This is an optimization exercise on Yosys and OpenROAD, whose aim is small area, not a production implementation.
Function was checked by simulation only, so behaviour that the tests miss may differ from the original.

==> flow/design.v (outline; a module is shown in full before it is edited, if it fits) <==
// module oneshot_universal: 21 lines
// module clock_divider_1k_to_1hz: 21 lines
// module time_counter_hms_bcd: 59 lines
// module AlarmController: 149 lines
// module bin6_to_bcd: 8 lines
// module StopwatchController: 137 lines
// module bcd_mmsscc_inc: 22 lines
// module calc_bcd_track: 30 lines
// module calc_bcd32: 20 lines
// module TimerController: 142 lines
// module seven_seg_driver_6digit: 67 lines
// module LCD_WorldTime_Controller: 299 lines
// module DigitalClock: 323 lines
module DigitalClock(
    input        clk_1k,
    input        rst,
    input        clr_sw_n,
    input        alarm_sw,
    input        stopwatch_sw,
    input        timer_sw,
    input  [8:0] btn,          
    output [7:0] seg_data,
    output [7:0] seg_sel,
    output       lcd_rs,
    output       lcd_rw,
    output       lcd_e,
    output [7:0] lcd_data,
    output       piezo,
    output [7:0] led_1,        
    output [3:0] led_r,        
    output [3:0] led_g,        
    output [3:0] led_b         
);
  // ...
==> flow/run.sh <==
#!/bin/bash
# synth_recipe.tcl (not shown) runs the flow's synth.tcl, then flattens the netlist and writes it again
# the make line also repeats each setting of config.mk as NAME=value (left out here)
make -C /OpenROAD-flow-scripts/flow DESIGN_CONFIG=/design/flow/config.mk WORK_HOME=/design/flow/orfs CLKGATE_MAP_FILE= SYNTH_SCRIPT=/design/flow/synth_recipe.tcl finish
==> flow/config.mk <==
export PLATFORM = sky130hd
export DESIGN_NAME = DigitalClock
export DESIGN_NICKNAME = DigitalClock
export VERILOG_FILES = /design/flow/design.v
export SDC_FILE = /design/flow/constraint.sdc
export NUM_CORES = 4
export LEC_CHECK = 0
export ABC_AREA = 1
export CAP_MARGIN = 20
export CORE_MARGIN = 2
export CORE_UTILIZATION = 40
export SLEW_MARGIN = 20
==> flow/constraint.sdc <==
create_clock -name core_clock -period 500.0 [get_ports {clk_1k}]
set_input_delay 100.0000 -clock core_clock [delete_from_list [all_inputs] [get_ports {clk_1k}]]
set_output_delay 100.0000 -clock core_clock [all_outputs]
set_load 0.01 [all_outputs]
==> out/results.tsv, run 1 <==
stage	metric	value	unit
setup_path	Worst path max stage delay	0.78	ns
logic_synthesis	Gate Count Post-Synth	15900	
detailed_routing	Post-DRT Antenna Nets	0	
run_status	outcome	complete, no violations	
placed_design	placed cell count	19200	
logic_synthesis	share of the synthesized area in the top cell type	16.3	%
detailed_routing	metal2 WL	162	mm
timing	Fin. Hold Viols	0	
cells_and_area	Seq area share	15.0	%
logic_synthesis	count leader, synth	nand2_1	
timing	RSZ-0062 raised after global routing	false	
clock_tree	CTS tree	built	
clock_tree	CTS H-tree lvls	3	
cells_and_area	FF+latch area	0.0164	mm2
cells_and_area	largest cell class by area	multi-input gates	
cells_and_area	Layout Cells excl Fill	19300	
cells_and_area	FF+latch count	751	
setup_path	critical path's slowest cell	nor4_2	
timing	max_slew headroom	22.0	%
grt	first-pass GRT wire length	550	mm
floorplan	Rows	185	
cells_and_area	n_diodes	1	
==> module AlarmController, before the edit <==
module AlarmController(
    input wire clk_1k,
    input wire rst,
    input wire tick_1hz,
    input wire alarm_sw,
    input wire btn_confirm,
    input wire btn_cancel,
    input wire btn_stop,
    input wire [2:0] alarm_btn_t,
    input wire [4:0] cur_hour,
    input wire [5:0] cur_min,
    input wire [5:0] cur_sec,
    output wire alarm_enabled,
    output reg  alarm_ringing,
    output reg  [1:0] alarm_lcd_mode,
    output wire [3:0] alarm_h_tens,
    output wire [3:0] alarm_h_ones,
    output wire [3:0] alarm_m_tens,
    output wire [3:0] alarm_m_ones,
    output wire [3:0] alarm_s_tens,
    output wire [3:0] alarm_s_ones,
    output reg [7:0] alarm_leds
);
    reg [4:0] set_hour;
    reg [5:0] set_min;
    reg [5:0] set_sec;
    reg [16:0] mem [0:7];
    reg [3:0] alarm_count;
    reg [2:0] trigger_idx;
    reg [10:0] msg_timer;
    assign alarm_enabled = (alarm_count != 4'd0);
    wire [16:0] cur = {cur_hour, cur_min, cur_sec};
    wire [7:0] valid;
    wire [17:0] key [0:7];
    genvar g;
    generate
        for (g = 0; g < 8; g = g + 1) begin : g_key
            assign valid[g] = (alarm_count > g);
            assign key[g] = {(mem[g] < cur), mem[g]};
        end
    endgenerate
    wire [17:0] k1 [0:3];
    wire [2:0]  i1 [0:3];
    wire [3:0]  v1;
    generate
        for (g = 0; g < 4; g = g + 1) begin : g_l1
            wire pick_b = valid[2*g+1] & (~valid[2*g] | (key[2*g+1] <= key[2*g]));
            assign k1[g] = pick_b ? key[2*g+1] : key[2*g];
            assign i1[g] = pick_b ? (2*g+1) : (2*g);
            assign v1[g] = valid[2*g] | valid[2*g+1];
        end
    endgenerate
    wire [17:0] k2 [0:1];
    wire [2:0]  i2 [0:1];
    wire [1:0]  v2;
    generate
        for (g = 0; g < 2; g = g + 1) begin : g_l2
            wire pick_b = v1[2*g+1] & (~v1[2*g] | (k1[2*g+1] <= k1[2*g]));
            assign k2[g] = pick_b ? k1[2*g+1] : k1[2*g];
            assign i2[g] = pick_b ? i1[2*g+1] : i1[2*g];
            assign v2[g] = v1[2*g] | v1[2*g+1];
        end
    endgenerate
    wire pick3 = v2[1] & (~v2[0] | (k2[1] <= k2[0]));
    wire [17:0] kmin = pick3 ? k2[1] : k2[0];
    wire [2:0]  imin = pick3 ? i2[1] : i2[0];
    wire match = (kmin == {1'b0, cur});
    wire [3:0]  cnt_m1   = alarm_count - 4'd1;
    wire [16:0] mem_last = mem[cnt_m1[2:0]];
    wire do_stop    = alarm_ringing & btn_stop;
    wire do_confirm = ~do_stop & alarm_sw & btn_confirm;
    wire do_add     = do_confirm & (alarm_count < 4'd8);
    wire do_cancel  = ~do_stop & alarm_sw & ~btn_confirm & btn_cancel;
    wire do_remove  = do_stop & (alarm_count != 4'd0);
    wire do_trig    = alarm_enabled & ~alarm_ringing & tick_1hz & match;
    wire [2:0]  waddr = do_stop ? trigger_idx : alarm_count[2:0];
    wire [16:0] wdata = do_stop ? mem_last : {set_hour, set_min, set_sec};
    integer i;
    always @(posedge clk_1k) begin
        for (i = 0; i < 8; i = i + 1)
            if ((do_remove | do_add) && waddr == i) mem[i] <= wdata;
    end
    always @(posedge clk_1k) begin
        if (rst) begin
            alarm_ringing <= 1'b0;
            alarm_lcd_mode <= 2'b00;
            set_hour <= 0; set_min <= 0; set_sec <= 0;
            alarm_count <= 4'd0;
            trigger_idx <= 3'd0;
            msg_timer <= 11'd0;
        end else begin
            if (msg_timer != 0) msg_timer <= msg_timer - 11'd1;
            if (do_stop) begin
                alarm_ringing <= 1'b0;
                if (alarm_count != 0) alarm_count <= cnt_m1;
                alarm_lcd_mode <= alarm_sw ? 2'b01 : 2'b00;
                msg_timer <= 0;
            end
            else if (alarm_sw) begin
                if (alarm_btn_t[0]) set_hour <= (set_hour >= 5'd23) ? 5'd0 : set_hour + 5'd1;
                if (alarm_btn_t[1]) set_min  <= (set_min  >= 6'd59) ? 6'd0 : set_min + 6'd1;
                if (alarm_btn_t[2]) set_sec  <= (set_sec  >= 6'd59) ? 6'd0 : set_sec + 6'd1;
                if (btn_confirm) begin
                    if (do_add) alarm_count <= alarm_count + 4'd1;
                    alarm_lcd_mode <= 2'b10;
                    msg_timer <= 11'd2000;
                end
                else if (btn_cancel) begin
                    alarm_count <= 4'd0;
                    alarm_ringing <= 1'b0;
                    set_hour <= 0; set_min <= 0; set_sec <= 0;
                    alarm_lcd_mode <= 2'b10;
                    msg_timer <= 11'd2000;
                end
                else if (msg_timer == 0) begin
                    alarm_lcd_mode <= alarm_ringing ? 2'b11 : 2'b01;
                end
            end
            else begin
                if (alarm_ringing) alarm_lcd_mode <= 2'b11;
                else if (msg_timer == 0) alarm_lcd_mode <= 2'b00;
            end
            if (do_trig) begin
                alarm_ringing <= 1'b1;
                trigger_idx <= imin;
                alarm_lcd_mode <= 2'b11;
            end
        end
    end
    always @(*) begin
        case (alarm_count)
            4'd0: alarm_leds = 8'b0000_0000;
            4'd1: alarm_leds = 8'b0000_0001;
            4'd2: alarm_leds = 8'b0000_0011;
            4'd3: alarm_leds = 8'b0000_0111;
            4'd4: alarm_leds = 8'b0000_1111;
            4'd5: alarm_leds = 8'b0001_1111;
            4'd6: alarm_leds = 8'b0011_1111;
            4'd7: alarm_leds = 8'b0111_1111;
            4'd8: alarm_leds = 8'b1111_1111;
            default: alarm_leds = 8'b0000_0000;
        endcase
    end
    wire [16:0] shown = alarm_sw ? {set_hour, set_min, set_sec} :
                        alarm_enabled ? kmin[16:0] : 17'd0;
    bin6_to_bcd u_h (.v({1'b0, shown[16:12]}), .tens(alarm_h_tens), .ones(alarm_h_ones));
    bin6_to_bcd u_m (.v(shown[11:6]), .tens(alarm_m_tens), .ones(alarm_m_ones));
    bin6_to_bcd u_s (.v(shown[5:0]),  .tens(alarm_s_tens), .ones(alarm_s_ones));
endmodule
==> module StopwatchController, before the edit <==
module StopwatchController(
    input        clk_1k,
    input        rst,
    input        stopwatch_sw,
    input        btn_start,
    input        btn_lap,
    input        btn_clear,
    input        btn_view,
    output [3:0] cur_m_tens, cur_m_ones,
    output [3:0] cur_s_tens, cur_s_ones,
    output [3:0] cur_cs_tens, cur_cs_ones,
    output [3:0] lap_m_tens, lap_m_ones,
    output [3:0] lap_s_tens, lap_s_ones,
    output [3:0] lap_cs_tens, lap_cs_ones,
    output [3:0] int_m_tens, int_m_ones,
    output [3:0] int_s_tens, int_s_ones,
    output [3:0] int_cs_tens, int_cs_ones,
    output [3:0] best_m_tens, best_m_ones,
    output [3:0] best_s_tens, best_s_ones,
    output [3:0] best_cs_tens, best_cs_ones,
    output [3:0] avg_m_tens, avg_m_ones,
    output [3:0] avg_s_tens, avg_s_ones,
    output [3:0] avg_cs_tens, avg_cs_ones,
    output reg        lap_valid,
    output reg [1:0]  sw_lcd_mode,
    output reg        sw_update_toggle
);
    reg stopwatch_sw_d;
    wire sw_rise = stopwatch_sw & ~stopwatch_sw_d;
    wire clear   = sw_rise | (stopwatch_sw & btn_clear);
    wire active  = ~clear & stopwatch_sw;
    reg running;
    reg [3:0] sub_10ms;
    reg [11:0] banner_cnt;
    wire not_banner = (sw_lcd_mode != 2'b01);
    wire tick = active & running & (sub_10ms == 4'd9);
    wire lap  = active & not_banner & btn_lap;
    reg [21:0] cur;
    reg pend;
    wire [21:0] cur_inc;
    bcd_mmsscc_inc u_inc (.v(cur), .o(cur_inc));
    wire [21:0] cnt = pend ? cur_inc : cur;
    assign {cur_m_tens, cur_m_ones, cur_s_tens, cur_s_ones, cur_cs_tens, cur_cs_ones} =
        {1'b0, cur[21:19], cur[18:15], 1'b0, cur[14:12], cur[11:8], cur[7:4], cur[3:0]};
    reg [21:0] lapr;
    assign {lap_m_tens, lap_m_ones, lap_s_tens, lap_s_ones, lap_cs_tens, lap_cs_ones} =
        {1'b0, lapr[21:19], lapr[18:15], 1'b0, lapr[14:12], lapr[11:8], lapr[7:4], lapr[3:0]};
    reg [31:0] sw_ticks;      
    reg [31:0] int_ticks;     
    reg [31:0] lap_n;         
    reg [31:0] sum_lap_ticks;
    reg [31:0] best_lap_ticks;
    wire sw_wrap  = &sw_ticks;
    wire int_wrap = &int_ticks;
    wire [23:0] best_live, int_live;
    calc_bcd_track u_tb (.clk(clk_1k), .clr(rst | clear | (tick & sw_wrap)), .inc(tick), .set1(1'b0), .v(best_live));
    calc_bcd_track u_ti (.clk(clk_1k), .clr(rst | clear | lap | (tick & int_wrap)), .inc(tick), .set1(lap & tick), .v(int_live));
    reg [23:0] intr, bestr, avgr;
    assign {int_m_tens, int_m_ones, int_s_tens, int_s_ones, int_cs_tens, int_cs_ones} = intr;
    assign {best_m_tens, best_m_ones, best_s_tens, best_s_ones, best_cs_tens, best_cs_ones} = bestr;
    assign {avg_m_tens, avg_m_ones, avg_s_tens, avg_s_ones, avg_cs_tens, avg_cs_ones} = avgr;
    wire [31:0] sum_new = sum_lap_ticks + sw_ticks;
    wire [31:0] avg_q = sum_new / lap_n;
    wire [23:0] avg_bcd;
    calc_bcd32 u_avg (.ticks(avg_q), .o(avg_bcd));
    wire best_upd = (lap_n == 32'd1) || (sw_ticks < best_lap_ticks);
    always @(posedge clk_1k) begin
        if (rst) begin
            stopwatch_sw_d <= 0; running <= 0;
            sub_10ms <= 0; cur <= 0; pend <= 0;
            sw_ticks <= 0; int_ticks <= 0;
            lap_n <= 32'd1; sum_lap_ticks <= 0;
            best_lap_ticks <= 32'hFFFF_FFFF;
            lap_valid <= 0; sw_lcd_mode <= 0; sw_update_toggle <= 0;
            banner_cnt <= 0;
            lapr <= 0; intr <= 0; bestr <= 0; avgr <= 0;
        end
        else begin
            stopwatch_sw_d <= stopwatch_sw;
            if (clear) begin
                running <= 0;
                sub_10ms <= 0; cur <= 0; pend <= 0;
                sw_ticks <= 0; int_ticks <= 0;
                lap_n <= 32'd1; sum_lap_ticks <= 0;
                best_lap_ticks <= 32'hFFFF_FFFF;
                lap_valid <= 0;
                lapr <= 0; intr <= 0; bestr <= 0; avgr <= 0;
                if (sw_rise) begin
                    sw_lcd_mode <= 2'b01;
                    banner_cnt <= 0;
                end
                sw_update_toggle <= ~sw_update_toggle;
            end
            else if (!stopwatch_sw) begin
                running <= 0;
                sw_lcd_mode <= 2'b00;
            end
            else begin
                if (sw_lcd_mode == 2'b01) begin
                    if (banner_cnt >= 12'd3000) begin
                        sw_lcd_mode <= 2'b10;
                        sw_update_toggle <= ~sw_update_toggle;
                    end else banner_cnt <= banner_cnt + 12'd1;
                end
                if (not_banner && btn_start) running <= ~running;
                if (not_banner && btn_view) begin
                    if (sw_lcd_mode == 2'b10) sw_lcd_mode <= 2'b11;
                    else if (sw_lcd_mode == 2'b11) sw_lcd_mode <= 2'b10;
                    sw_update_toggle <= ~sw_update_toggle;
                end
                if (running) begin
                    if (sub_10ms == 4'd9) begin
                        sub_10ms <= 0;
                        sw_ticks <= sw_ticks + 32'd1;
                        int_ticks <= int_ticks + 32'd1;
                    end else sub_10ms <= sub_10ms + 4'd1;
                end
                cur <= cnt;
                pend <= tick;
                if (lap) begin
                    lapr <= cnt;
                    int_ticks <= {31'd0, tick};
                    intr <= int_live;
                    lap_valid <= 1;
                    if (best_upd) begin
                        best_lap_ticks <= sw_ticks;
                        bestr <= best_live;
                    end
                    sum_lap_ticks <= sum_new;
                    lap_n <= lap_n + 32'd1;
                    avgr <= avg_bcd;
                    sw_update_toggle <= ~sw_update_toggle;
                end
            end
        end
    end
endmodule
==> module TimerController, before the edit <==
module TimerController(
    input wire clk_1k,
    input wire rst,
    input wire tick_1hz,
    input wire timer_sw,
    input wire btn_h_inc,
    input wire btn_m_inc,
    input wire btn_s_inc,
    input wire btn_confirm,
    input wire btn_start,
    input wire btn_clear,
    input wire btn_add5,
    input wire btn_add10,
    input wire btn_add15,
    output wire [3:0] tm_h_tens,
    output wire [3:0] tm_h_ones,
    output wire [3:0] tm_m_tens,
    output wire [3:0] tm_m_ones,
    output wire [3:0] tm_s_tens,
    output wire [3:0] tm_s_ones,
    output reg [1:0] timer_state,
    output wire led_1_blink,
    output wire [2:0] rgb_pwm,
    output wire piezo_out,
    output reg [3:0] sand_count
);
    reg [4:0] cnt_hour;
    reg [5:0] cnt_min;
    reg [5:0] cnt_sec;
    localparam S_IDLE_SET = 2'd0;
    localparam S_RUNNING  = 2'd1;
    localparam S_RINGING  = 2'd2;
    localparam S_CONFIRM  = 2'd3;
    reg [1:0] ring_cnt;
    reg [10:0] confirm_msg_cnt;
    reg [16:0] total_start_time;
    wire [16:0] current_remain = (cnt_hour * 17'd3600) + (cnt_min * 17'd60) + cnt_sec;
    wire any_set = (cnt_hour != 0) | (cnt_min != 0) | (cnt_sec != 0);
    wire [6:0] m5  = cnt_min + 7'd5;
    wire [6:0] m10 = cnt_min + 7'd10;
    wire [6:0] m15 = cnt_min + 7'd15;
    always @(posedge clk_1k) begin
        if (rst || btn_clear) begin
            timer_state <= S_IDLE_SET;
            cnt_hour <= 0; cnt_min <= 0; cnt_sec <= 0;
            ring_cnt <= 0; confirm_msg_cnt <= 0; total_start_time <= 0;
        end
        else begin
            case (timer_state)
                S_IDLE_SET: begin
                    ring_cnt <= 0;
                    if (timer_sw) begin
                        if (btn_h_inc) cnt_hour <= (cnt_hour >= 5'd23) ? 5'd0 : cnt_hour + 5'd1;
                        if (btn_m_inc) cnt_min <= (cnt_min >= 6'd59) ? 6'd0 : cnt_min + 6'd1;
                        if (btn_s_inc) cnt_sec <= (cnt_sec >= 6'd59) ? 6'd0 : cnt_sec + 6'd1;
                        if (btn_add5) begin
                            if (m5 >= 7'd60) begin cnt_min <= m5 - 7'd60; if (cnt_hour < 5'd23) cnt_hour <= cnt_hour + 5'd1; end
                            else cnt_min <= m5[5:0];
                        end
                        if (btn_add10) begin
                            if (m10 >= 7'd60) begin cnt_min <= m10 - 7'd60; if (cnt_hour < 5'd23) cnt_hour <= cnt_hour + 5'd1; end
                            else cnt_min <= m10[5:0];
                        end
                        if (btn_add15) begin
                            if (m15 >= 7'd60) begin cnt_min <= m15 - 7'd60; if (cnt_hour < 5'd23) cnt_hour <= cnt_hour + 5'd1; end
                            else cnt_min <= m15[5:0];
                        end
                        if (btn_confirm) begin
                            timer_state <= S_CONFIRM; confirm_msg_cnt <= 0;
                        end
                        if (btn_start && any_set) begin
                            timer_state <= S_RUNNING;
                            total_start_time <= current_remain;
                        end
                    end
                end
                S_CONFIRM: begin
                    if (confirm_msg_cnt >= 11'd2000) timer_state <= S_IDLE_SET;
                    else confirm_msg_cnt <= confirm_msg_cnt + 11'd1;
                end
                S_RUNNING: begin
                    if (tick_1hz) begin
                        if (cnt_sec != 0) cnt_sec <= cnt_sec - 6'd1;
                        else if (cnt_min != 0) begin cnt_min <= cnt_min - 6'd1; cnt_sec <= 6'd59; end
                        else if (cnt_hour != 0) begin cnt_hour <= cnt_hour - 5'd1; cnt_min <= 6'd59; cnt_sec <= 6'd59; end
                        else begin timer_state <= S_RINGING; ring_cnt <= 2'd3; end
                    end
                end
                S_RINGING: begin
                    if (tick_1hz) begin
                        if (ring_cnt != 0) ring_cnt <= ring_cnt - 2'd1;
                        else begin timer_state <= S_IDLE_SET; cnt_hour <= 0; cnt_min <= 0; cnt_sec <= 0; end
                    end
                end
            endcase
        end
    end
    wire [19:0] sand_num = current_remain * 20'd9 + {4'd0, total_start_time[16:1]};
    wire [19:0] sand_q = sand_num / {3'd0, total_start_time};
    always @(*) begin
        if (timer_state == S_RUNNING && total_start_time != 0) begin
            sand_count = sand_q[3:0];
            if (sand_count > 9) sand_count = 9;
            if (sand_count == 0 && current_remain != 0) sand_count = 1;
        end else if (timer_state == S_IDLE_SET || timer_state == S_CONFIRM) begin
            sand_count = 9;
        end else begin
            sand_count = 0;
        end
    end
    bin6_to_bcd u_th (.v({1'b0, cnt_hour}), .tens(tm_h_tens), .ones(tm_h_ones));
    bin6_to_bcd u_tm (.v(cnt_min), .tens(tm_m_tens), .ones(tm_m_ones));
    bin6_to_bcd u_ts (.v(cnt_sec), .tens(tm_s_tens), .ones(tm_s_ones));
    reg [9:0] blink_cnt;
    always @(posedge clk_1k) begin
        if (rst) blink_cnt <= 0;
        else if (timer_state == S_RUNNING) begin
            if (blink_cnt >= 10'd999) blink_cnt <= 0; else blink_cnt <= blink_cnt + 10'd1;
        end else blink_cnt <= 0;
    end
    assign led_1_blink = ((timer_state == S_RUNNING) && !timer_sw) ? (blink_cnt < 10'd500) : 1'b0;
    reg piezo_reg;
    always @(posedge clk_1k) begin
        if (rst) piezo_reg <= 0;
        else if (timer_state == S_RINGING) piezo_reg <= ~piezo_reg;
        else piezo_reg <= 0;
    end
    assign piezo_out = (timer_state == S_RINGING) ? piezo_reg : 1'b0;
    wire hour0 = (cnt_hour == 0);
    wire [11:0] total_sec = current_remain[11:0];
    reg r_on, g_on;
    always @(*) begin
        r_on = 0; g_on = 0;
        if (timer_state == S_RUNNING && hour0) begin
            if (total_sec <= 12'd15 && total_sec > 12'd5) g_on = 1;
            else if (total_sec <= 12'd5 && total_sec > 12'd3) begin r_on = 1; g_on = 1; end
            else if (total_sec <= 12'd3) r_on = 1;
        end
        else if (timer_state == S_RINGING) r_on = 1;
    end
    assign rgb_pwm = {r_on, g_on, 1'b0};
endmodule
==> module DigitalClock, before the edit <==
module DigitalClock(
    input        clk_1k,
    input        rst,
    input        clr_sw_n,
    input        alarm_sw,
    input        stopwatch_sw,
    input        timer_sw,
    input  [8:0] btn,          
    output [7:0] seg_data,
    output [7:0] seg_sel,
    output       lcd_rs,
    output       lcd_rw,
    output       lcd_e,
    output [7:0] lcd_data,
    output       piezo,
    output [7:0] led_1,        
    output [3:0] led_r,        
    output [3:0] led_g,        
    output [3:0] led_b         
);
    wire [8:0] btn_t;
    oneshot_universal #(.WIDTH(9)) u_btn_oneshot (
        .clk      (clk_1k),
        .rst      (rst),
        .btn      (btn),
        .btn_trig (btn_t)
    );
    wire clr_sw = ~clr_sw_n;
    wire clr_time;
    oneshot_universal #(.WIDTH(1)) u_clr_oneshot (
        .clk      (clk_1k),
        .rst      (rst),
        .btn      (clr_sw),
        .btn_trig (clr_time)
    );
    wire tick_1hz;
    clock_divider_1k_to_1hz u_div (
        .clk      (clk_1k),
        .rst      (rst),
        .tick_1hz (tick_1hz)
    );
    wire clock_adjust_enable = ~alarm_sw & ~stopwatch_sw & ~timer_sw;
    wire inc_hour_main = btn_t[0] & clock_adjust_enable;
    wire inc_min_main  = btn_t[1] & clock_adjust_enable;
    wire inc_sec_main  = btn_t[2] & clock_adjust_enable;
    wire [3:0] sec_ones, sec_tens;
    wire [3:0] min_ones, min_tens;
    wire [3:0] hour_ones;
    wire [1:0] hour_tens;
    time_counter_hms_bcd u_time (
        .clk       (clk_1k),
        .rst       (rst),
        .clr_time  (clr_time),
        .tick_1hz  (tick_1hz),
        .inc_hour  (inc_hour_main),
        .inc_min   (inc_min_main),
        .inc_sec   (inc_sec_main),
        .sec_ones  (sec_ones), .sec_tens  (sec_tens),
        .min_ones  (min_ones), .min_tens  (min_tens),
        .hour_ones (hour_ones), .hour_tens (hour_tens)
    );
    reg mode_12;
    always @(posedge clk_1k) begin
        if (rst) begin
            mode_12 <= 1'b0;
        end
        else if (btn_t[3] && clock_adjust_enable) begin
            mode_12 <= ~mode_12;
        end
    end
    reg [2:0] world_mode;
    always @(posedge clk_1k) begin
        if (rst) begin
            world_mode <= 3'd0;
        end
        else if (btn_t[4] && clock_adjust_enable) begin
            if (world_mode == 3'd5) world_mode <= 3'd0;
            else world_mode <= world_mode + 3'd1;
        end
    end
    wire [4:0] local_hour_val = (hour_tens == 2'd0) ? {1'b0, hour_ones} :
                                (hour_tens == 2'd1) ? 5'd10 + hour_ones :
                                (hour_tens == 2'd2) ? 5'd20 + hour_ones : 5'd0;
    wire [5:0] cur_min_val = min_tens[2:0] * 6'd10 + min_ones;
    wire [5:0] cur_sec_val = sec_tens[2:0] * 6'd10 + sec_ones;
    reg [5:0] world_hour_val, disp_hour_val;
    reg [1:0] disp_hour_tens;
    reg [3:0] disp_hour_ones;
    reg [5:0] temp_hour;
    reg       is_pm;
    always @(*) begin
        case (world_mode)
            3'd1: temp_hour = local_hour_val + 6'd10;
            3'd2: temp_hour = local_hour_val + 6'd15;
            3'd3: temp_hour = local_hour_val + 6'd16;
            3'd4: temp_hour = local_hour_val + 6'd16;
            default: temp_hour = {1'b0, local_hour_val};
        endcase
        if (temp_hour >= 6'd24) world_hour_val = temp_hour - 6'd24;
        else world_hour_val = temp_hour;
        is_pm = (world_hour_val >= 6'd12);
        if (!mode_12) disp_hour_val = world_hour_val;
        else begin
            if (world_hour_val == 6'd0) disp_hour_val = 6'd12;
            else if (world_hour_val <= 6'd12) disp_hour_val = world_hour_val;
            else disp_hour_val = world_hour_val - 6'd12;
        end
        if (disp_hour_val >= 6'd20) begin
            disp_hour_tens = 2'd2; disp_hour_ones = disp_hour_val - 6'd20;
        end else if (disp_hour_val >= 6'd10) begin
            disp_hour_tens = 2'd1; disp_hour_ones = disp_hour_val - 6'd10;
        end else begin
            disp_hour_tens = 2'd0; disp_hour_ones = disp_hour_val[3:0];
        end
    end
    wire alarm_ringing, alarm_enabled;
    wire [1:0] alarm_lcd_mode;
    wire [3:0] alarm_h_tens, alarm_h_ones, alarm_m_tens, alarm_m_ones, alarm_s_tens, alarm_s_ones;
    wire [7:0] alarm_leds; 
    AlarmController u_alarm (
        .clk_1k         (clk_1k),
        .rst            (rst),
        .tick_1hz       (tick_1hz),
        .alarm_sw       (alarm_sw),
        .btn_confirm    (btn_t[3]),
        .btn_cancel     (btn_t[4]),
        .btn_stop       (btn_t[5]),
        .alarm_btn_t    (btn_t[2:0]),
        .cur_hour       (local_hour_val),
        .cur_min        (cur_min_val),
        .cur_sec        (cur_sec_val),
        .alarm_enabled  (alarm_enabled),
        .alarm_ringing  (alarm_ringing),
        .alarm_lcd_mode (alarm_lcd_mode),
        .alarm_h_tens   (alarm_h_tens), .alarm_h_ones   (alarm_h_ones),
        .alarm_m_tens   (alarm_m_tens), .alarm_m_ones   (alarm_m_ones),
        .alarm_s_tens   (alarm_s_tens), .alarm_s_ones   (alarm_s_ones),
        .alarm_leds     (alarm_leds) 
    );
    wire [3:0] sw_m_t, sw_m_o, sw_s_t, sw_s_o, sw_cs_t, sw_cs_o;
    wire [3:0] sw_lap_m_tens, sw_lap_m_ones, sw_lap_s_tens, sw_lap_s_ones, sw_lap_cs_tens, sw_lap_cs_ones;
    wire [3:0] sw_best_m_tens, sw_best_m_ones, sw_best_s_tens, sw_best_s_ones, sw_best_cs_tens, sw_best_cs_ones;
    wire [3:0] sw_avg_m_tens, sw_avg_m_ones, sw_avg_s_tens, sw_avg_s_ones, sw_avg_cs_tens, sw_avg_cs_ones;
    wire [3:0] sw_int_m_tens, sw_int_m_ones, sw_int_s_tens, sw_int_s_ones, sw_int_cs_tens, sw_int_cs_ones;
    wire sw_lap_valid, sw_update_toggle;
    wire [1:0] sw_lcd_mode;
    StopwatchController u_stopwatch (
        .clk_1k           (clk_1k),
        .rst              (rst),
        .stopwatch_sw     (stopwatch_sw),
        .btn_start        (btn_t[0]),
        .btn_lap          (btn_t[1]),
        .btn_clear        (btn_t[2]),
        .btn_view         (btn_t[3]),
        .cur_m_tens       (sw_m_t), .cur_m_ones (sw_m_o),
        .cur_s_tens       (sw_s_t), .cur_s_ones (sw_s_o),
        .cur_cs_tens      (sw_cs_t), .cur_cs_ones (sw_cs_o),
        .lap_m_tens       (sw_lap_m_tens), .lap_m_ones(sw_lap_m_ones),
        .lap_s_tens       (sw_lap_s_tens), .lap_s_ones(sw_lap_s_ones),
        .lap_cs_tens      (sw_lap_cs_tens), .lap_cs_ones(sw_lap_cs_ones),
        .int_m_tens(sw_int_m_tens), .int_m_ones(sw_int_m_ones),
        .int_s_tens(sw_int_s_tens), .int_s_ones(sw_int_s_ones),
        .int_cs_tens(sw_int_cs_tens), .int_cs_ones(sw_int_cs_ones),
        .best_m_tens      (sw_best_m_tens), .best_m_ones(sw_best_m_ones),
        .best_s_tens      (sw_best_s_tens), .best_s_ones(sw_best_s_ones),
        .best_cs_tens     (sw_best_cs_tens), .best_cs_ones(sw_best_cs_ones),
        .avg_m_tens       (sw_avg_m_tens), .avg_m_ones(sw_avg_m_ones),
        .avg_s_tens       (sw_avg_s_tens), .avg_s_ones(sw_avg_s_ones),
        .avg_cs_tens      (sw_avg_cs_tens), .avg_cs_ones(sw_avg_cs_ones),
        .lap_valid        (sw_lap_valid),
        .sw_lcd_mode      (sw_lcd_mode),
        .sw_update_toggle (sw_update_toggle)
    );
    wire [3:0] tm_h_tens, tm_h_ones;
    wire [3:0] tm_m_tens, tm_m_ones;
    wire [3:0] tm_s_tens, tm_s_ones;
    wire [1:0] timer_state;
    wire       timer_piezo;
    wire [2:0] timer_rgb_sig; 
    wire       timer_led_blink; 
    wire [3:0] timer_sand_count; 
    TimerController u_timer (
        .clk_1k      (clk_1k),
        .rst         (rst),
        .tick_1hz    (tick_1hz),
        .timer_sw    (timer_sw),
        .btn_h_inc   (btn_t[0]), 
        .btn_m_inc   (btn_t[1]), 
        .btn_s_inc   (btn_t[2]), 
        .btn_confirm (btn_t[3]), 
        .btn_start   (btn_t[4]), 
        .btn_clear   (btn_t[5]), 
        .btn_add5    (btn_t[6]), 
        .btn_add10   (btn_t[7]), 
        .btn_add15   (btn_t[8]), 
        .tm_h_tens   (tm_h_tens), .tm_h_ones(tm_h_ones),
        .tm_m_tens   (tm_m_tens), .tm_m_ones(tm_m_ones),
        .tm_s_tens   (tm_s_tens), .tm_s_ones(tm_s_ones),
        .timer_state (timer_state),
        .led_1_blink (timer_led_blink), 
        .rgb_pwm     (timer_rgb_sig),
        .piezo_out   (timer_piezo),
        .sand_count  (timer_sand_count) 
    );
    assign led_r = {4{timer_rgb_sig[2]}};
    assign led_g = {4{timer_rgb_sig[1]}};
    assign led_b = {4{timer_rgb_sig[0]}};
    wire timer_run_bg = (timer_state == 2'd1) && (!timer_sw);
    assign led_1[0]   = timer_run_bg ? timer_led_blink : alarm_leds[0];
    assign led_1[7:1] = alarm_leds[7:1];
    wire disp_timer = timer_sw;
    wire disp_sw    = stopwatch_sw && !disp_timer;
    wire disp_alarm = alarm_sw && !disp_sw && !disp_timer;
    wire [3:0] seg_d0, seg_d1, seg_d2, seg_d3, seg_d4, seg_d5;
    assign seg_d0 = disp_timer ? tm_s_ones :
                    disp_sw    ? sw_cs_o :
                    disp_alarm ? alarm_s_ones : sec_ones;
    assign seg_d1 = disp_timer ? tm_s_tens :
                    disp_sw    ? sw_cs_t :
                    disp_alarm ? alarm_s_tens : sec_tens;
    assign seg_d2 = disp_timer ? tm_m_ones :
                    disp_sw    ? sw_s_o :
                    disp_alarm ? alarm_m_ones : min_ones;
    assign seg_d3 = disp_timer ? tm_m_tens :
                    disp_sw    ? sw_s_t :
                    disp_alarm ? alarm_m_tens : min_tens;
    assign seg_d4 = disp_timer ? tm_h_ones :
                    disp_sw    ? sw_m_o :
                    disp_alarm ? alarm_h_ones : disp_hour_ones;
    assign seg_d5 = disp_timer ? tm_h_tens :
                    disp_sw    ? sw_m_t :
                    disp_alarm ? {2'b00, alarm_h_tens[1:0]} : {2'b00, disp_hour_tens};
    seven_seg_driver_6digit u_7seg (
        .clk      (clk_1k),
        .rst      (rst),
        .d0(seg_d0), .d1(seg_d1), .d2(seg_d2),
        .d3(seg_d3), .d4(seg_d4), .d5(seg_d5),
        .seg_data (seg_data),
        .seg_sel  (seg_sel)
    );
    LCD_WorldTime_Controller u_lcd (
        .clk             (clk_1k),
        .rst             (rst),
        .is_pm           (is_pm),
        .world_mode      (world_mode),
        .mode_12         (mode_12),
        .alarm_enabled   (alarm_enabled),
        .alarm_lcd_mode  (alarm_lcd_mode),
        .alarm_h_tens(alarm_h_tens), .alarm_h_ones(alarm_h_ones),
        .alarm_m_tens(alarm_m_tens), .alarm_m_ones(alarm_m_ones),
        .alarm_s_tens(alarm_s_tens), .alarm_s_ones(alarm_s_ones),
        .sw_lcd_mode       (sw_lcd_mode),
        .sw_update_toggle  (sw_update_toggle),
        .sw_lap_valid      (sw_lap_valid),
        .sw_lap_m_tens(sw_lap_m_tens), .sw_lap_m_ones(sw_lap_m_ones),
        .sw_lap_s_tens(sw_lap_s_tens), .sw_lap_s_ones(sw_lap_s_ones),
        .sw_lap_cs_tens(sw_lap_cs_tens), .sw_lap_cs_ones(sw_lap_cs_ones),
        .sw_int_m_tens(sw_int_m_tens), .sw_int_m_ones(sw_int_m_ones),
        .sw_int_s_tens(sw_int_s_tens), .sw_int_s_ones(sw_int_s_ones),
        .sw_int_cs_tens(sw_int_cs_tens), .sw_int_cs_ones(sw_int_cs_ones),
        .sw_best_m_tens(sw_best_m_tens), .sw_best_m_ones(sw_best_m_ones),
        .sw_best_s_tens(sw_best_s_tens), .sw_best_s_ones(sw_best_s_ones),
        .sw_best_cs_tens(sw_best_cs_tens), .sw_best_cs_ones(sw_best_cs_ones),
        .sw_avg_m_tens(sw_avg_m_tens), .sw_avg_m_ones(sw_avg_m_ones),
        .sw_avg_s_tens(sw_avg_s_tens), .sw_avg_s_ones(sw_avg_s_ones),
        .sw_avg_cs_tens(sw_avg_cs_tens), .sw_avg_cs_ones(sw_avg_cs_ones),
        .timer_sw        (timer_sw),
        .timer_state     (timer_state),
        .tm_h_tens(tm_h_tens), .tm_h_ones(tm_h_ones),
        .tm_m_tens(tm_m_tens), .tm_m_ones(tm_m_ones),
        .tm_s_tens(tm_s_tens), .tm_s_ones(tm_s_ones),
        .timer_sand_count(timer_sand_count), 
        .lcd_rs          (lcd_rs),
        .lcd_rw          (lcd_rw),
        .lcd_e           (lcd_e),
        .lcd_data        (lcd_data)
    );
    localparam MELODY_LEN = 5'd25;
    localparam HALF_SEC_CNT = 9'd500;
    localparam NOTE_REST = 2'd0;
    localparam NOTE_DO   = 2'd1;
    localparam NOTE_RE   = 2'd2;
    localparam NOTE_MI   = 2'd3;
    reg [1:0] cur_note;
    reg [4:0] note_idx;
    reg       play_phase;
    reg [8:0] half_cnt;
    reg [1:0] tone_cnt_melody;
    reg       piezo_melody;
    wire [1:0] tone_limit = (cur_note == NOTE_MI) ? 2'd1 :
                            (cur_note == NOTE_RE) ? 2'd2 :
                            (cur_note == NOTE_DO) ? 2'd3 : 2'd0;
    always @(posedge clk_1k) begin
        if (rst || !alarm_ringing) begin
            note_idx <= 0; play_phase <= 1; half_cnt <= 0; tone_cnt_melody <= 0;
            cur_note <= 0; piezo_melody <= 0;
        end else begin
            if (half_cnt >= HALF_SEC_CNT-1) begin
                half_cnt <= 0; play_phase <= ~play_phase;
                if (!play_phase) begin
                    if (note_idx == MELODY_LEN-1) note_idx <= 0;
                    else note_idx <= note_idx + 1;
                end
            end else half_cnt <= half_cnt + 1;
            if (play_phase) begin
                case (note_idx) 
                    5'd0,5'd4,5'd5,5'd6,5'd10,5'd11,5'd12,5'd13,5'd17,5'd18,5'd19,5'd22: cur_note <= NOTE_MI;
                    5'd1,5'd3,5'd7,5'd8,5'd9,5'd14,5'd16,5'd20,5'd21,5'd23: cur_note <= NOTE_RE;
                    5'd2,5'd15,5'd24: cur_note <= NOTE_DO;
                    default: cur_note <= NOTE_REST;
                endcase
            end else cur_note <= NOTE_REST;
            if (tone_limit == 0) begin
                piezo_melody <= 0; tone_cnt_melody <= 0;
            end else begin
                if (tone_cnt_melody >= tone_limit) begin
                    tone_cnt_melody <= 0; piezo_melody <= ~piezo_melody;
                end else tone_cnt_melody <= tone_cnt_melody + 1;
            end
        end
    end
    assign piezo = piezo_melody | timer_piezo;
endmodule
==> run 2: changes to the inputs <==
--- a/flow/design.v
+++ b/flow/design.v
@@ -230,15 +230,6 @@
     end
+    integer li;
     always @(*) begin
-        case (alarm_count)
-            4'd0: alarm_leds = 8'b0000_0000;
-            4'd1: alarm_leds = 8'b0000_0001;
-            4'd2: alarm_leds = 8'b0000_0011;
-            4'd3: alarm_leds = 8'b0000_0111;
-            4'd4: alarm_leds = 8'b0000_1111;
-            4'd5: alarm_leds = 8'b0001_1111;
-            4'd6: alarm_leds = 8'b0011_1111;
-            4'd7: alarm_leds = 8'b0111_1111;
-            4'd8: alarm_leds = 8'b1111_1111;
-            default: alarm_leds = 8'b0000_0000;
-        endcase
+        for (li = 0; li < 8; li = li + 1)
+            alarm_leds[li] = (alarm_count > li) && (alarm_count <= 4'd8);
     end
@@ -281,2 +272,7 @@
     output [3:0] avg_cs_tens, avg_cs_ones,
+    input        tmr_job,
+    input [19:0] tmr_a,
+    input [16:0] tmr_b,
+    output [3:0] tmr_q,
+    output [16:0] tmr_r,
     output reg        lap_valid,
@@ -319,6 +315,21 @@
     assign {avg_m_tens, avg_m_ones, avg_s_tens, avg_s_ones, avg_cs_tens, avg_cs_ones} = avgr;
-    wire [31:0] sum_new = sum_lap_ticks + sw_ticks;
-    wire [31:0] avg_q = sum_new / lap_n;
+    reg        stage_ok;
+    reg [23:0] avg_stage;
+    wire lap_now  = lap & ~stage_ok;
+    wire mode_tmr = tmr_job;
+    wire mode_la  = ~tmr_job & ~lap_now;
+    wire zero_nxt = rst | clear;
+    wire [31:0] sum_new = sum_lap_ticks + sw_ticks + {31'd0, mode_la & tick & ~lap};
+    wire [31:0] div_a = mode_tmr ? {12'd0, tmr_a} : (mode_la & zero_nxt) ? 32'd0 : sum_new;
+    wire [31:0] div_b = mode_tmr ? {15'd0, tmr_b} : (mode_la & zero_nxt) ? 32'd1 : lap_n;
+    wire [31:0] div_q, div_r;
+    udiv #(.W(32), .DW(32)) u_div (.a(div_a), .d(div_b), .q(div_q), .r(div_r));
+    assign tmr_q = div_q[3:0];
+    assign tmr_r = div_r[16:0];
     wire [23:0] avg_bcd;
-    calc_bcd32 u_avg (.ticks(avg_q), .o(avg_bcd));
+    calc_bcd32 u_avg (.ticks(div_q), .o(avg_bcd));
+    always @(posedge clk_1k) begin
+        stage_ok <= mode_la;
+        if (mode_la) avg_stage <= avg_bcd;
+    end
     wire best_upd = (lap_n == 32'd1) || (sw_ticks < best_lap_ticks);
@@ -388,3 +399,3 @@
                     lap_n <= lap_n + 32'd1;
-                    avgr <= avg_bcd;
+                    avgr <= stage_ok ? avg_stage : avg_bcd;
                     sw_update_toggle <= ~sw_update_toggle;
@@ -467,2 +478,45 @@
 endmodule
+module udiv #(parameter W = 32, parameter DW = 32) (
+    input  [W-1:0]  a,
+    input  [DW-1:0] d,
+    output [W-1:0]  q,
+    output [DW-1:0] r
+);
+    wire [DW:0] rem [0:W];
+    assign rem[W] = {(DW+1){1'b0}};
+    genvar k;
+    generate
+        for (k = W - 1; k >= 0; k = k - 1) begin : row
+            localparam integer N  = (W - k < DW + 1) ? (W - k) : (DW + 1);
+            wire [N-1:0] p;
+            if (N > 1) begin : g_p
+                assign p = {rem[k+1][N-2:0], a[k]};
+            end else begin : g_p1
+                assign p = a[k];
+            end
+            wire hi_zero;
+            if (W - k >= DW) begin : g_hz
+                assign hi_zero = 1'b1;
+            end else begin : g_hz2
+                assign hi_zero = ~|d[DW-1:W-k];
+            end
+            wire [N-1:0] dd;
+            if (N <= DW) begin : g_dd
+                assign dd = d[N-1:0];
+            end else begin : g_dd2
+                assign dd = {1'b0, d};
+            end
+            wire [N:0] diff = {1'b0, p} - {1'b0, dd};
+            wire ge = hi_zero & ~diff[N];
+            assign q[k] = ge;
+            wire [N-1:0] nr = ge ? diff[N-1:0] : p;
+            if (N < DW + 1) begin : g_r
+                assign rem[k] = {{(DW+1-N){1'b0}}, nr};
+            end else begin : g_r2
+                assign rem[k] = nr;
+            end
+        end
+    endgenerate
+    assign r = rem[0][DW-1:0];
+endmodule
 module TimerController(
@@ -481,2 +535,7 @@
     input wire btn_add15,
+    output wire        div_job,
+    output wire [19:0] div_a,
+    output wire [16:0] div_b,
+    input  wire [3:0]  div_q,
+    input  wire [16:0] div_r,
     output wire [3:0] tm_h_tens,
@@ -501,6 +560,8 @@
     reg [1:0] ring_cnt;
-    reg [10:0] confirm_msg_cnt;
+    reg [10:0] cnt2;               
     reg [16:0] total_start_time;
-    wire [16:0] current_remain = (cnt_hour * 17'd3600) + (cnt_min * 17'd60) + cnt_sec;
+    reg [16:0] sand_x;             
+    reg [3:0]  sand_q;             
     wire any_set = (cnt_hour != 0) | (cnt_min != 0) | (cnt_sec != 0);
+    wire [16:0] remain = (cnt_hour * 17'd3600) + (cnt_min * 17'd60) + cnt_sec;
     wire [6:0] m5  = cnt_min + 7'd5;
@@ -508,2 +569,45 @@
     wire [6:0] m15 = cnt_min + 7'd15;
+    reg [4:0] set_h;
+    reg [5:0] set_m, set_s;
+    always @(*) begin
+        set_h = cnt_hour; set_m = cnt_min; set_s = cnt_sec;
+        if (btn_h_inc) set_h = (cnt_hour >= 5'd23) ? 5'd0 : cnt_hour + 5'd1;
+        if (btn_m_inc) set_m = (cnt_min >= 6'd59) ? 6'd0 : cnt_min + 6'd1;
+        if (btn_s_inc) set_s = (cnt_sec >= 6'd59) ? 6'd0 : cnt_sec + 6'd1;
+        if (btn_add5) begin
+            if (m5 >= 7'd60) begin set_m = m5 - 7'd60; if (cnt_hour < 5'd23) set_h = cnt_hour + 5'd1; end
+            else set_m = m5[5:0];
+        end
+        if (btn_add10) begin
+            if (m10 >= 7'd60) begin set_m = m10 - 7'd60; if (cnt_hour < 5'd23) set_h = cnt_hour + 5'd1; end
+            else set_m = m10[5:0];
+        end
+        if (btn_add15) begin
+            if (m15 >= 7'd60) begin set_m = m15 - 7'd60; if (cnt_hour < 5'd23) set_h = cnt_hour + 5'd1; end
+            else set_m = m15[5:0];
+        end
+    end
+    wire [16:0] remain_set = (set_h * 17'd3600) + (set_m * 17'd60) + set_s;
+    wire in_idle = (timer_state == S_IDLE_SET);
+    wire start = in_idle & timer_sw & btn_start & any_set;
+    assign div_job = ~rst & ~btn_clear & start;
+    assign div_a = remain_set * 20'd9 + {4'd0, remain[16:1]};
+    assign div_b = remain;
+    wire running = (timer_state == S_RUNNING);
+    wire count_down = running & tick_1hz & any_set;
+    reg [16:0] nx;
+    reg [3:0]  nj;
+    integer jj;
+    always @(*) begin
+        if (sand_x >= 17'd9) begin
+            nx = sand_x - 17'd9; nj = 4'd0;
+        end else if (total_start_time >= 17'd9) begin
+            nx = sand_x + total_start_time - 17'd9; nj = 4'd1;
+        end else begin
+            nj = 4'd9;
+            for (jj = 9; jj >= 1; jj = jj - 1)
+                if ({4'd0, sand_x[3:0]} + jj * total_start_time[3:0] >= 9) nj = jj;
+            nx = {13'd0, sand_x[3:0]} + nj * total_start_time[3:0] - 17'd9;
+        end
+    end
     always @(posedge clk_1k) begin
@@ -512,3 +616,3 @@
             cnt_hour <= 0; cnt_min <= 0; cnt_sec <= 0;
-            ring_cnt <= 0; confirm_msg_cnt <= 0; total_start_time <= 0;
+            ring_cnt <= 0; cnt2 <= 0; total_start_time <= 0;
         end
@@ -518,24 +622,11 @@
                     ring_cnt <= 0;
+                    cnt2 <= 0;
                     if (timer_sw) begin
-                        if (btn_h_inc) cnt_hour <= (cnt_hour >= 5'd23) ? 5'd0 : cnt_hour + 5'd1;
-                        if (btn_m_inc) cnt_min <= (cnt_min >= 6'd59) ? 6'd0 : cnt_min + 6'd1;
-                        if (btn_s_inc) cnt_sec <= (cnt_sec >= 6'd59) ? 6'd0 : cnt_sec + 6'd1;
-                        if (btn_add5) begin
-                            if (m5 >= 7'd60) begin cnt_min <= m5 - 7'd60; if (cnt_hour < 5'd23) cnt_hour <= cnt_hour + 5'd1; end
-                            else cnt_min <= m5[5:0];
-                        end
-                        if (btn_add10) begin
-                            if (m10 >= 7'd60) begin cnt_min <= m10 - 7'd60; if (cnt_hour < 5'd23) cnt_hour <= cnt_hour + 5'd1; end
-                            else cnt_min <= m10[5:0];
-                        end
-                        if (btn_add15) begin
-                            if (m15 >= 7'd60) begin cnt_min <= m15 - 7'd60; if (cnt_hour < 5'd23) cnt_hour <= cnt_hour + 5'd1; end
-                            else cnt_min <= m15[5:0];
-                        end
-                        if (btn_confirm) begin
-                            timer_state <= S_CONFIRM; confirm_msg_cnt <= 0;
-                        end
-                        if (btn_start && any_set) begin
+                        cnt_hour <= set_h; cnt_min <= set_m; cnt_sec <= set_s;
+                        if (btn_confirm) timer_state <= S_CONFIRM;
+                        if (start) begin
                             timer_state <= S_RUNNING;
-                            total_start_time <= current_remain;
+                            total_start_time <= remain;
+                            sand_x <= div_r;
+                            sand_q <= div_q;
                         end
@@ -544,6 +635,7 @@
                 S_CONFIRM: begin
-                    if (confirm_msg_cnt >= 11'd2000) timer_state <= S_IDLE_SET;
-                    else confirm_msg_cnt <= confirm_msg_cnt + 11'd1;
+                    if (cnt2 >= 11'd2000) begin timer_state <= S_IDLE_SET; cnt2 <= 0; end
+                    else cnt2 <= cnt2 + 11'd1;
                 end
                 S_RUNNING: begin
+                    cnt2 <= (cnt2 >= 11'd999) ? 11'd0 : cnt2 + 11'd1;
                     if (tick_1hz) begin
@@ -554,4 +646,9 @@
                     end
+                    if (count_down) begin
+                        sand_x <= nx;
+                        sand_q <= sand_q - nj;
+                    end
                 end
                 S_RINGING: begin
+                    cnt2 <= 0;
                     if (tick_1hz) begin
@@ -564,9 +661,6 @@
     end
-    wire [19:0] sand_num = current_remain * 20'd9 + {4'd0, total_start_time[16:1]};
-    wire [19:0] sand_q = sand_num / {3'd0, total_start_time};
     always @(*) begin
-        if (timer_state == S_RUNNING && total_start_time != 0) begin
-            sand_count = sand_q[3:0];
-            if (sand_count > 9) sand_count = 9;
-            if (sand_count == 0 && current_remain != 0) sand_count = 1;
+        if (running && total_start_time != 0) begin
+            sand_count = (sand_q > 4'd9) ? 4'd9 : sand_q;
+            if (sand_count == 0 && any_set) sand_count = 1;
         end else if (timer_state == S_IDLE_SET || timer_state == S_CONFIRM) begin
@@ -580,10 +674,3 @@
     bin6_to_bcd u_ts (.v(cnt_sec), .tens(tm_s_tens), .ones(tm_s_ones));
-    reg [9:0] blink_cnt;
-    always @(posedge clk_1k) begin
-        if (rst) blink_cnt <= 0;
-        else if (timer_state == S_RUNNING) begin
-            if (blink_cnt >= 10'd999) blink_cnt <= 0; else blink_cnt <= blink_cnt + 10'd1;
-        end else blink_cnt <= 0;
-    end
-    assign led_1_blink = ((timer_state == S_RUNNING) && !timer_sw) ? (blink_cnt < 10'd500) : 1'b0;
+    assign led_1_blink = (running && !timer_sw) ? (cnt2 < 11'd500) : 1'b0;
     reg piezo_reg;
@@ -596,3 +683,3 @@
     wire hour0 = (cnt_hour == 0);
-    wire [11:0] total_sec = current_remain[11:0];
+    wire [11:0] total_sec = remain[11:0];
     reg r_on, g_on;
@@ -600,3 +687,3 @@
         r_on = 0; g_on = 0;
-        if (timer_state == S_RUNNING && hour0) begin
+        if (running && hour0) begin
             if (total_sec <= 12'd15 && total_sec > 12'd5) g_on = 1;
@@ -1121,3 +1208,9 @@
     wire [1:0] sw_lcd_mode;
+    wire        tmr_job;
+    wire [19:0] tmr_a;
+    wire [16:0] tmr_b;
+    wire [3:0]  tmr_q;
+    wire [16:0] tmr_r;
     StopwatchController u_stopwatch (
+        .tmr_job (tmr_job), .tmr_a (tmr_a), .tmr_b (tmr_b), .tmr_q (tmr_q), .tmr_r (tmr_r),
         .clk_1k           (clk_1k),
@@ -1157,2 +1250,3 @@
     TimerController u_timer (
+        .div_job (tmr_job), .div_a (tmr_a), .div_b (tmr_b), .div_q (tmr_q), .div_r (tmr_r),
         .clk_1k      (clk_1k),
==> flow/flow/run.sh (new file) <==
#!/bin/bash
# Standard ORFS synthesis, then the combinational logic between the (unchanged) registers is
# re-mapped by ABC for area, then the standard ORFS layout continues from that netlist.
set -euo pipefail
W=$(pwd)
YOSYS=${FLOW_HOME}/../tools/install/yosys/bin/yosys
[ -x "$YOSYS" ] || YOSYS=yosys
R=$W/orfs/results/${FLOW_PLATFORM}/DigitalClock/base
LIB=${FLOW_HOME}/platforms/${FLOW_PLATFORM}/lib/sky130_fd_sc_hd__tt_025C_1v80.lib

bash standard.sh synth > $W/synth_std.log 2>&1
cp $R/1_2_yosys.v $W/std_synth.v

DU=$(sed -n '/export DONT_USE_CELLS/,/^$/p' ${FLOW_HOME}/platforms/${FLOW_PLATFORM}/config.mk \
     | grep -o "sky130_fd_sc_hd__[a-z0-9_]*" | sed 's/^/-dont_use /' | tr '\n' ' ')
sed -e "s#@LIB@#$LIB#g" -e "s#@IN@#$W/std_synth.v#" -e "s#@OUT@#$W/resyn.v#" \
    -e "s#@ABC@#$W/flow/area.abc#" -e "s#@DU@#$DU#" -e "s#@TOP@#${FLOW_TOP}#" \
    $W/flow/resyn.ys > $W/resyn_run.ys
$YOSYS -l $W/resyn.log -s $W/resyn_run.ys > /dev/null 2>&1

cp $W/resyn.v $R/1_2_yosys.v
rm -f $R/1_synth.odb $R/1_synth.sdc
bash standard.sh > $W/layout.log 2>&1
==> flow/flow/area.abc (new file) <==
strash
&get -n
&deepsyn -T 120
&put
dch -f
amap
topo
==> flow/flow/resyn.ys (new file) <==
read_liberty -ignore_miss_func @LIB@
blackbox sky130_fd_sc_hd__*df* sky130_fd_sc_hd__*dl* sky130_fd_sc_hd__*sdf*
read_verilog @IN@
hierarchy -top @TOP@
flatten
opt -purge
stat
abc -script @ABC@ -liberty @LIB@ @DU@ -D 500
opt_clean -purge
hilomap -singleton -hicell sky130_fd_sc_hd__conb_1 HI -locell sky130_fd_sc_hd__conb_1 LO
insbuf -buf sky130_fd_sc_hd__buf_4 A X
stat -liberty @LIB@
write_verilog -noattr -noexpr -nohex -nodec @OUT@
==> flow/standard.sh (new file) <==
#!/bin/bash
# synth_recipe.tcl (not shown) runs the flow's synth.tcl, then flattens the netlist and writes it again
# the make line also repeats each setting of config.mk as NAME=value (left out here)
make -C /OpenROAD-flow-scripts/flow DESIGN_CONFIG=/design/flow/config.mk WORK_HOME=/design/flow/orfs CLKGATE_MAP_FILE= SYNTH_SCRIPT=/design/flow/synth_recipe.tcl "${@:-finish}"
--- a/flow/config.mk
+++ b/flow/config.mk
@@ -10,3 +10,6 @@
 export CORE_MARGIN = 2
-export CORE_UTILIZATION = 40
+export CORE_UTILIZATION = 60
+export CTS_CLUSTER_DIAMETER = 60
+export CTS_CLUSTER_SIZE = 30
+export GPL_TIMING_DRIVEN = 0
 export SLEW_MARGIN = 20
removed: flow/run.sh
==> run 2 against run 1 <==
- clock-buffer cell count fell by 53
- flip-flop and latch count is 28 higher
- setup slack worse by 120 ns
- register-to-register slack worse by 130 ns
- critical path depth grew 826
- area after synthesis fell by 37%
- core utilization rose by 24 points
- critical path type is now in2reg
- largest cell class unchanged
==> out/results.tsv, run 2 <==
stage	metric	value	unit	change
cells_and_area	Biggest register	u_alarm.mem		unchanged
placed_design	Place WS	185.16	ns	was 293.84 ns
setup_path	CP Depth	849		was 23
logic_synthesis	Avg Cell Area, Syn	6.31	um2	was 6.40 um2
timing	# setup viols final	0		unchanged
timing	fin crit share	64.9	%	was 41.2%
placed_design	number of buffers added on ports	55		unchanged
detailed_routing	metal2 WL	106	mm	was 162 mm
setup_path	Most common cell on crit path	nor2_1		
setup_path	Worst path max stage delay	0.92	ns	was 0.78 ns
flow_run	max cap viols	0		unchanged
detailed_routing	via count	80100		was 105000
timing	Fin. Hold Viols	0		unchanged
timing	Slew @ Worst Pin	1.40	ns	was 1.17 ns
setup_path	flop-to-flop setup slack	275.26	ns	was 401.03 ns
grt	largest net degree at the start of global routing	99		was 87
placed_design	placed cell count	11600		was 19200
detailed_routing	first drt pass iteration count	10		unchanged
detailed_routing	residual DRC count	0		unchanged
floorplan	full die area	0.109	mm2	was 0.259 mm2
detailed_routing	Vias/cell	6.80		was 5.46
timing	Final Max Slew Viols	0		unchanged
detailed_routing	WL met1	98.7	mm	was 157 mm
floorplan	Rows	119		was 185
setup_path	r2r endpoint	u_timer.sand_x[14]		was u_stopwatch.avgr[1]
grt	first-pass GRT wire length	389	mm	was 550 mm
setup_path	R2R cell count	1107		was 604
timing	Final min period	324.32	ns	was 206.15 ns
detailed_routing	WL/cell	22.0	um	was 18.3 um
clock_tree	CTS H-tree lvls	3		unchanged
cells_and_area	fraction of layout cells with a size suffix above 1	3.05	%	was 6.12%
logic_synthesis	Gate Count Post-Synth	10100		was 15900
grt	Congestion Overflow GR	0		unchanged
clock_tree	number of CTS-inserted buffers	70		was 93
setup_path	Worst setup SP type	input port		unchanged
clock_tree	Reg clk slew, reported paths	0.07	ns	was 0.05 ns
setup_path	CP delay by family, top	compound AO/OA/AOI/OAI gates		was buffers and inverters
setup_path	worst-path maximum fanout	31		was 22
cells_and_area	Final Instance Area	0.0707	mm2	was 0.110 mm2
setup_path	Crit Path Class	in2reg		was in2out
clock_tree	CTS Hold Buffers Added	0		unchanged
cells_and_area	max FFs per register	136		unchanged
setup_path	Req. time, crit path	500.49	ns	was 400.00 ns
placed_design	gpl congestion	1.04		was 1.05
placed_design	Area after DPL	0.0680	mm2	was 0.106 mm2
setup_path	FF-to-FF Start	u_stopwatch.sw_lcd_mode[0]		was u_stopwatch.sw_ticks[16]
setup_path	critical path's slowest cell	clkinv_1		was nor4_2
clock_tree	clock sink total	779		was 751
timing	setup TNS	0	ns	unchanged
clock_tree	clock latency on the worst-skew pair	0.68	ns	was 0.78 ns
floorplan	core area	0.105	mm2	was 0.254 mm2
cells_and_area	Nets	10300		was 17300
clock_tree	setup repair bufs after CTS	0		unchanged
setup_path	Critical Path Start	stopwatch_sw		was alarm_sw
detailed_routing	drt total wl	259	mm	was 353 mm
logic_synthesis	warnings from Yosys	17		was 16
placed_design	post-DP HPWL	197	mm	was 282 mm
timing	RSZ-0062 raised after global routing	false		unchanged
grt	vias in the first global route	70400		was 97900
cells_and_area	FILL cells	9314		was 27000
detailed_routing	top sig layer	met5		unchanged
timing	worst setup margin	175.68	ns	was 293.85 ns
detailed_routing	number of DRC markers in iteration 0	10700		was 8310
floorplan	Die Width	330	um	was 509 um
clock_tree	root buf cell	clkbuf_16		unchanged
grt	gr usage total	45.2	%	was 26.4%
detailed_routing	Post-DRT Antenna Nets	0		unchanged
grt	initial antenna violation count	10		was 4
run_status	outcome	complete, no violations		unchanged
timing	Fmax	0.00308	GHz	was 0.00485 GHz
cells_and_area	commonest non-fill, non-tap cell in the layout	nor2_1		was nand2_1
hold_path	hold_sp	u_clr_oneshot.btn_reg		unchanged
hold_path	Hold Path End	u_clr_oneshot.btn_trig		unchanged
timing	max_slew headroom	6.28	%	was 22.0%
floorplan	I/O Pins	63		unchanged
detailed_routing	Met3 Routed Length	39.1	mm	was 19.3 mm
clock_tree	CTS tree	built		unchanged
clock_tree	Clock Path Buffers	3		unchanged
cells_and_area	commonest non-fill, non-tap cells in the layout	2216 x nor2_1, 1265 x o21ai_0, 1205 x nand2_1, 1083 x clkinv_1, 742 x a21oi_1		was 2961 x nand2_1, 2302 x inv_1, 1520 x nor2_1, 1467 x a21oi_1, 1386 x o21ai_0
setup_path	WP buf/inv	29		was 8
setup_path	crit path capture type	register		was output port
floorplan	Starting Density	60.6	%	was 40.2%
cells_and_area	Layout Cells excl Fill	11800		was 19300
setup_path	Setup crit end	u_timer.sand_x[14]		was seg_data[4]
timing	clock skew	0.0357	ns	was 0.0863 ns
hold_path	Hold Crit Class	reg2reg		unchanged
floorplan	die height	330	um	was 509 um
clock_tree	post-cts resize count	0		unchanged
logic_synthesis	Syn Std Cell Area	0.0639	mm2	was 0.102 mm2
hold_path	Hold Path Cell Cnt	1		unchanged
cells_and_area	Layout area overhead	10.6	%	was 7.43%
setup_path	crit path DAT	324.81	ns	was 106.15 ns
-- run 2: area by class of cell --
class	count	area, um2	share of cell area (%)
diodes	13	32.5	0.0460
plain buffers	23	176	0.250
clock buffers	74	1820	2.57
clock inverters	56	772	1.09
inverters	1097	4130	5.85
multi-input cells	8235	42900	60.6
flip-flops and latches	779	17400	24.6
well taps	1391	1740	2.46
repair buffers	120	1740	2.46
-- run 2: metrics by stage --
step	util [%]	hold slack, ns
3_3_place_gp	62.8	0.375
3_5_place_dp	64.5	0.376
5_1_grt	67.0	0.396
4_1_cts	66.9	0.388
6_report	67.1	0.387
2_1_floorplan	-	0.367
-- run 2: per-layer routing --
layer  vias to the layer above  track usage (%)
li1                      37400                -
met1                     36300             57.2
met2                      5232             67.3
met3                      1130             16.5
met4                        16             23.0
met5                         -                0

-- separate check: timing with driven ports --
The results above use ideal ports. As a check the final layouts listed here were re-extracted and re-timed, cells and wires unchanged.
Step 1 (the two cells are an assumption about what drives the block):
set clk [get_ports {clk_1k}]
set_driving_cell -lib_cell sky130_fd_sc_hd__clkbuf_16 $clk
set_driving_cell -lib_cell sky130_fd_sc_hd__buf_2 [delete_from_list [all_inputs] $clk]
Step 2 moves the port delays by t, midway between the first and last clock arrival at a register: inputs arrive t later, outputs are due t later. That takes back most of the time a late clock gives input paths.
Three values: no drivers, after step 1, after step 2; two values: the first two.
| run | t, ns | setup slack, ns | worst setup path after step 2 |
|---|---|---|---|
| run 1 | 0.835 | 293.850 / 293.805 / 293.805 | input to output |
| run 2 | 0.740 | 175.681 / 175.579 / 174.839 | input to register |
After both steps setup and hold are still met in every run listed. The setup slack of run 2, which loses most, moves by -0.102 ns with the drivers and by -0.842 ns with both steps.
